Context: an optimization exercise on an open-source flow, tuned for small area and a short achievable clock period. The choices shown serve that exercise and are no tape-out recipe. In this exercise RTL edits were held to simulation tests only and were not proved equivalent to the original. Power and IR drop assume default switching activity.

==> flow/design.v (excerpt) <==
module conv_calc_5ks(
    valid_in, clk, rst,
    out_data_0, out_data_1, out_data_2, out_data_3, out_data_4, out_data_5, out_data_6, out_data_7, out_data_8, out_data_9, out_data_10, out_data_11, out_data_12, out_data_13, out_data_14, out_data_15, out_data_16, out_data_17, out_data_18, out_data_19, out_data_20, out_data_21, out_data_22, out_data_23, out_data_24,
    out_weight_0, out_weight_1, out_weight_2, out_weight_3, out_weight_4, out_weight_5, out_weight_6, out_weight_7, out_weight_8, out_weight_9, out_weight_10, out_weight_11, out_weight_12, out_weight_13, out_weight_14, out_weight_15, out_weight_16, out_weight_17, out_weight_18, out_weight_19, out_weight_20, out_weight_21, out_weight_22, out_weight_23, out_weight_24, out_weight_25, out_weight_26, out_weight_27, out_weight_28, out_weight_29, out_weight_30, out_weight_31, out_weight_32, out_weight_33, out_weight_34, out_weight_35, out_weight_36, out_weight_37, out_weight_38, out_weight_39, out_weight_40, out_weight_41, out_weight_42, out_weight_43, out_weight_44, out_weight_45, out_weight_46, out_weight_47, out_weight_48, out_weight_49, out_weight_50, out_weight_51, out_weight_52, out_weight_53, out_weight_54, out_weight_55, out_weight_56, out_weight_57, out_weight_58, out_weight_59, out_weight_60, out_weight_61, out_weight_62, out_weight_63, out_weight_64, out_weight_65, out_weight_66, out_weight_67, out_weight_68, out_weight_69, out_weight_70, out_weight_71, out_weight_72, out_weight_73, out_weight_74,
    bias_0, bias_1, bias_2,
    conv_out_1, conv_out_2, conv_out_3,
    valid_out
);
clock: 14.0 ns
lec_check: 0
cap_margin: 20
core_margin: 2
core_utilization: 40
slew_margin: 20
tns_end_percent: 0
standard.sh (not shown) runs the stock make flow with config.mk's settings and CLKGATE_MAP_FILE= SYNTH_SCRIPT=/design/flow/synth_recipe.tcl, a recipe that flattens the netlist after the stock synthesis.
==> flow/flow/run.sh <==
#!/bin/bash
set -euo pipefail
MARGIN=${MARGIN:-8.0}
bash standard.sh SETUP_SLACK_MARGIN=$MARGIN finish > standard.log 2>&1
The starting point passed the timing, design-rule and antenna checks.
Next try:
==> flow/run.sh (new file) <==
#!/bin/bash
# synth_recipe.tcl (not shown) runs the flow's synth.tcl, then flattens the netlist and writes it again
# the make line also repeats each setting of config.mk as NAME=value (left out here)
make -C /OpenROAD-flow-scripts/flow DESIGN_CONFIG=/design/flow/config.mk WORK_HOME=/design/flow/orfs CLKGATE_MAP_FILE= SYNTH_SCRIPT=/design/flow/synth_recipe.tcl finish
TNS_END_PERCENT = default   (was 0)
removed: flow/flow/run.sh
removed: flow/standard.sh
Critical path depth rose by 5.
Cell area drops slightly.
Via count came out higher slightly.
Total power drops slightly.
Setup slack got worse by 840 ps.

conv_calc_5ks, a different RTL version from the one above (not shown whole).
Size: about 220 flip-flops, roughly 560 I/O pins, roughly 0.064 mm2 of cells after synthesis.
clock: 14.0 ns
lec_check: 0
cap_margin: 20
core_margin: 2
core_utilization: 40
slew_margin: 20
tns_end_percent: 0
==> flow/flow/run.sh <==
#!/bin/bash
set -euo pipefail
MARGIN=${MARGIN:-9.0}
bash standard.sh SETUP_SLACK_MARGIN=$MARGIN \
  "BUFFER_PORTS_ARGS=-buffer_cell sky130_fd_sc_hd__buf_2" \
  finish > standard.log 2>&1
The starting point completed without violations.
Then changed:
==> flow/flow/run.sh (replaced) <==
#!/bin/bash
set -euo pipefail
MARGIN=${MARGIN:-8.0}
bash standard.sh SETUP_SLACK_MARGIN=$MARGIN finish > standard.log 2>&1
Effect: The new run went through all stages and came out clean. Maximum frequency shrinks by 0.81%. Power grows by 5.7%. Worst setup slack is worse by 56 ps. Flip-flop and latch count stays the same. Area after synthesis does not change.
Then changed:
==> flow/flow/run.sh (replaced) <==
#!/bin/bash
set -euo pipefail
MARGIN=${MARGIN:-8.0}
bash standard.sh SETUP_SLACK_MARGIN=$MARGIN \
  "BUFFER_PORTS_ARGS=-buffer_cell sky130_fd_sc_hd__buf_2" \
  finish > standard.log 2>&1
Global-route usage came out lower by 0.25 points.
Power came out lower by 5.4%.
Area after synthesis stays the same.
Routed wire length came out lower by 0.73%.
Non-clock buffer count came out lower by 43.
Utilization came out lower by 2.3 points.
Cell area came out lower by 5.0%.
Setup slack gains 56 ps.
Die area stays the same.
Via count came out lower by 0.72%.
Clock-buffer cell count came out higher by 2.
Then changed:
Settings changed: TNS_END_PERCENT 0 to 5.
Count of clock-buffer cells in the layout rises by 3.
Total power rises by 5.7%.
Sequential power is about the same.
Setup slack gets worse by 6.9 ps.
Synthesized cell count is unchanged.
Via count rises by 1.1%.
Hold slack gets worse by 36 ps.
Fmax is about the same.
Utilization rises by 2.7 points.

conv_calc_5ks, a different RTL version from the one above (not shown whole).
Size: roughly 8000 cells after synthesis, roughly 560 I/O pins.
export LEC_CHECK = 0
export CAP_MARGIN = 20
export CORE_MARGIN = 2
export CORE_UTILIZATION = 40
export SLEW_MARGIN = 20
create_clock -name core_clock -period 14.0 [get_ports {clk}]
==> flow/flow/run.sh <==
#!/bin/bash
set -euo pipefail
MARGIN=${MARGIN:-7.0}
bash standard.sh SETUP_SLACK_MARGIN=$MARGIN finish > standard.log 2>&1
Edit:
==> flow/run.sh (new file) <==
#!/bin/bash
# synth_recipe.tcl (not shown) runs the flow's synth.tcl, then flattens the netlist and writes it again
# the make line also repeats each setting of config.mk as NAME=value (left out here)
make -C /OpenROAD-flow-scripts/flow DESIGN_CONFIG=/design/flow/config.mk WORK_HOME=/design/flow/orfs CLKGATE_MAP_FILE= SYNTH_SCRIPT=/design/flow/synth_recipe.tcl finish
removed: flow/flow/run.sh
removed: flow/standard.sh
Result:
- clock power decreases by a few percent
- wire length decreases slightly
- design area increases slightly
- core utilization increases by 0.18 points
- total power decreases slightly
- critical path depth stays the same
- die area is unchanged
- area after synthesis does not change

== try-garnet ==
conv_calc_5ks with an RTL version that a note above also has.
Size in the first run: about 7600 cells after synthesis, about 220 flip-flops.
// conv_calc_5ks
module conv_calc_5ks(
    valid_in, clk, rst,
    out_data_0, out_data_1, out_data_2, out_data_3, out_data_4, out_data_5, out_data_6, out_data_7, out_data_8, out_data_9, out_data_10, out_data_11, out_data_12, out_data_13, out_data_14, out_data_15, out_data_16, out_data_17, out_data_18, out_data_19, out_data_20, out_data_21, out_data_22, out_data_23, out_data_24,
    out_weight_0, out_weight_1, out_weight_2, out_weight_3, out_weight_4, out_weight_5, out_weight_6, out_weight_7, out_weight_8, out_weight_9, out_weight_10, out_weight_11, out_weight_12, out_weight_13, out_weight_14, out_weight_15, out_weight_16, out_weight_17, out_weight_18, out_weight_19, out_weight_20, out_weight_21, out_weight_22, out_weight_23, out_weight_24, out_weight_25, out_weight_26, out_weight_27, out_weight_28, out_weight_29, out_weight_30, out_weight_31, out_weight_32, out_weight_33, out_weight_34, out_weight_35, out_weight_36, out_weight_37, out_weight_38, out_weight_39, out_weight_40, out_weight_41, out_weight_42, out_weight_43, out_weight_44, out_weight_45, out_weight_46, out_weight_47, out_weight_48, out_weight_49, out_weight_50, out_weight_51, out_weight_52, out_weight_53, out_weight_54, out_weight_55, out_weight_56, out_weight_57, out_weight_58, out_weight_59, out_weight_60, out_weight_61, out_weight_62, out_weight_63, out_weight_64, out_weight_65, out_weight_66, out_weight_67, out_weight_68, out_weight_69, out_weight_70, out_weight_71, out_weight_72, out_weight_73, out_weight_74,
    bias_0, bias_1, bias_2,
  ...
clock: 14.0 ns
lec_check: 0
cap_margin: 20
core_margin: 2
core_utilization: 40
slew_margin: 20
run.sh (not shown) runs the stock make flow with config.mk's settings and CLKGATE_MAP_FILE= SYNTH_SCRIPT=/design/flow/synth_recipe.tcl, a recipe that flattens the netlist after the stock synthesis.
Stock flow here: none of the scripts above is used.
try-garnet reached the final stage; the timing, design-rule and antenna checks on its layout passed.
The inputs of try-xenon differ from those of try-garnet as listed below.
- TNS_END_PERCENT now 0, previously not set
==> flow/flow/run.sh (new file) <==
#!/bin/bash
set -euo pipefail
MARGIN=${MARGIN:-8.0}
bash standard.sh SETUP_SLACK_MARGIN=$MARGIN \
  "BUFFER_PORTS_ARGS=-buffer_cell sky130_fd_sc_hd__buf_1" \
  finish > standard.log 2>&1
==> flow/standard.sh (new file) <==
#!/bin/bash
# synth_recipe.tcl (not shown) runs the flow's synth.tcl, then flattens the netlist and writes it again
# the make line also repeats each setting of config.mk as NAME=value (left out here)
make -C /OpenROAD-flow-scripts/flow DESIGN_CONFIG=/design/flow/config.mk WORK_HOME=/design/flow/orfs CLKGATE_MAP_FILE= SYNTH_SCRIPT=/design/flow/synth_recipe.tcl "${@:-finish}"
removed: flow/run.sh
==> summary.txt <==
- Summary of try-xenon over try-garnet: sequential standard cell area has remained practically unchanged; share of power burned in combinational logic has decreased; minimum clock period after layout has decreased.
- Changes observed in try-xenon relative to try-garnet: final design area excluding fillers fell about 3%; aggregate global-route resource usage shows an increase of 0.29 points.

==> port drivers added, routing unchanged <==
No port has a modelled driver above. Below, the same layouts with a new extraction and two added sets of constraints. Step 1 sets driving cells, clkbuf_16 on the clock port and buf_2 on the other inputs (assumed; they add their load-dependent delay and slew). Step 2 times the ports against the registers' clock, not the clock port: input delays grow and output delays shrink by t, the midpoint of the rising clock arrivals with the driver on. a / b / c = ideal ports / drivers / drivers and shift; a / b = the first two.
run	shift t [ns]	slack for setup (ns)	worst setup path at the end	slew at the worst register clock pin (ns)
the first run of note 1	0.738	6.980 / 7.005 / 6.267	input to register	0.10 / 0.10
the second run of note 1	0.749	6.140 / 6.208 / 5.459	input to register	0.07 / 0.07
the first run of note 2	0.665	7.215 / 7.151 / 6.595	input to register	0.09 / 0.09
the second run of note 2	0.659	7.159 / 7.106 / 6.447	input to register	0.08 / 0.08
the third run of note 2	0.665	7.215 / 7.151 / 6.595	input to register	0.09 / 0.09
the fourth run of note 2	0.665	7.208 / 7.141 / 6.578	input to register	0.09 / 0.09
the first run of note 3	0.659	7.003 / 6.959 / 6.300	input to register	0.08 / 0.08
the second run of note 3	0.649	6.275 / 6.200 / 5.650	input to register	0.08 / 0.08
try-garnet	0.689	6.531 / 6.467 / 5.779	input to register	0.10 / 0.10
try-xenon	0.699	7.184 / 7.118 / 6.457	input to register	0.10 / 0.10
After both steps setup and hold are still met in every run listed. The setup slack of try-garnet, which loses most, moves by -0.064 ns with the drivers and by -0.752 ns with both steps.
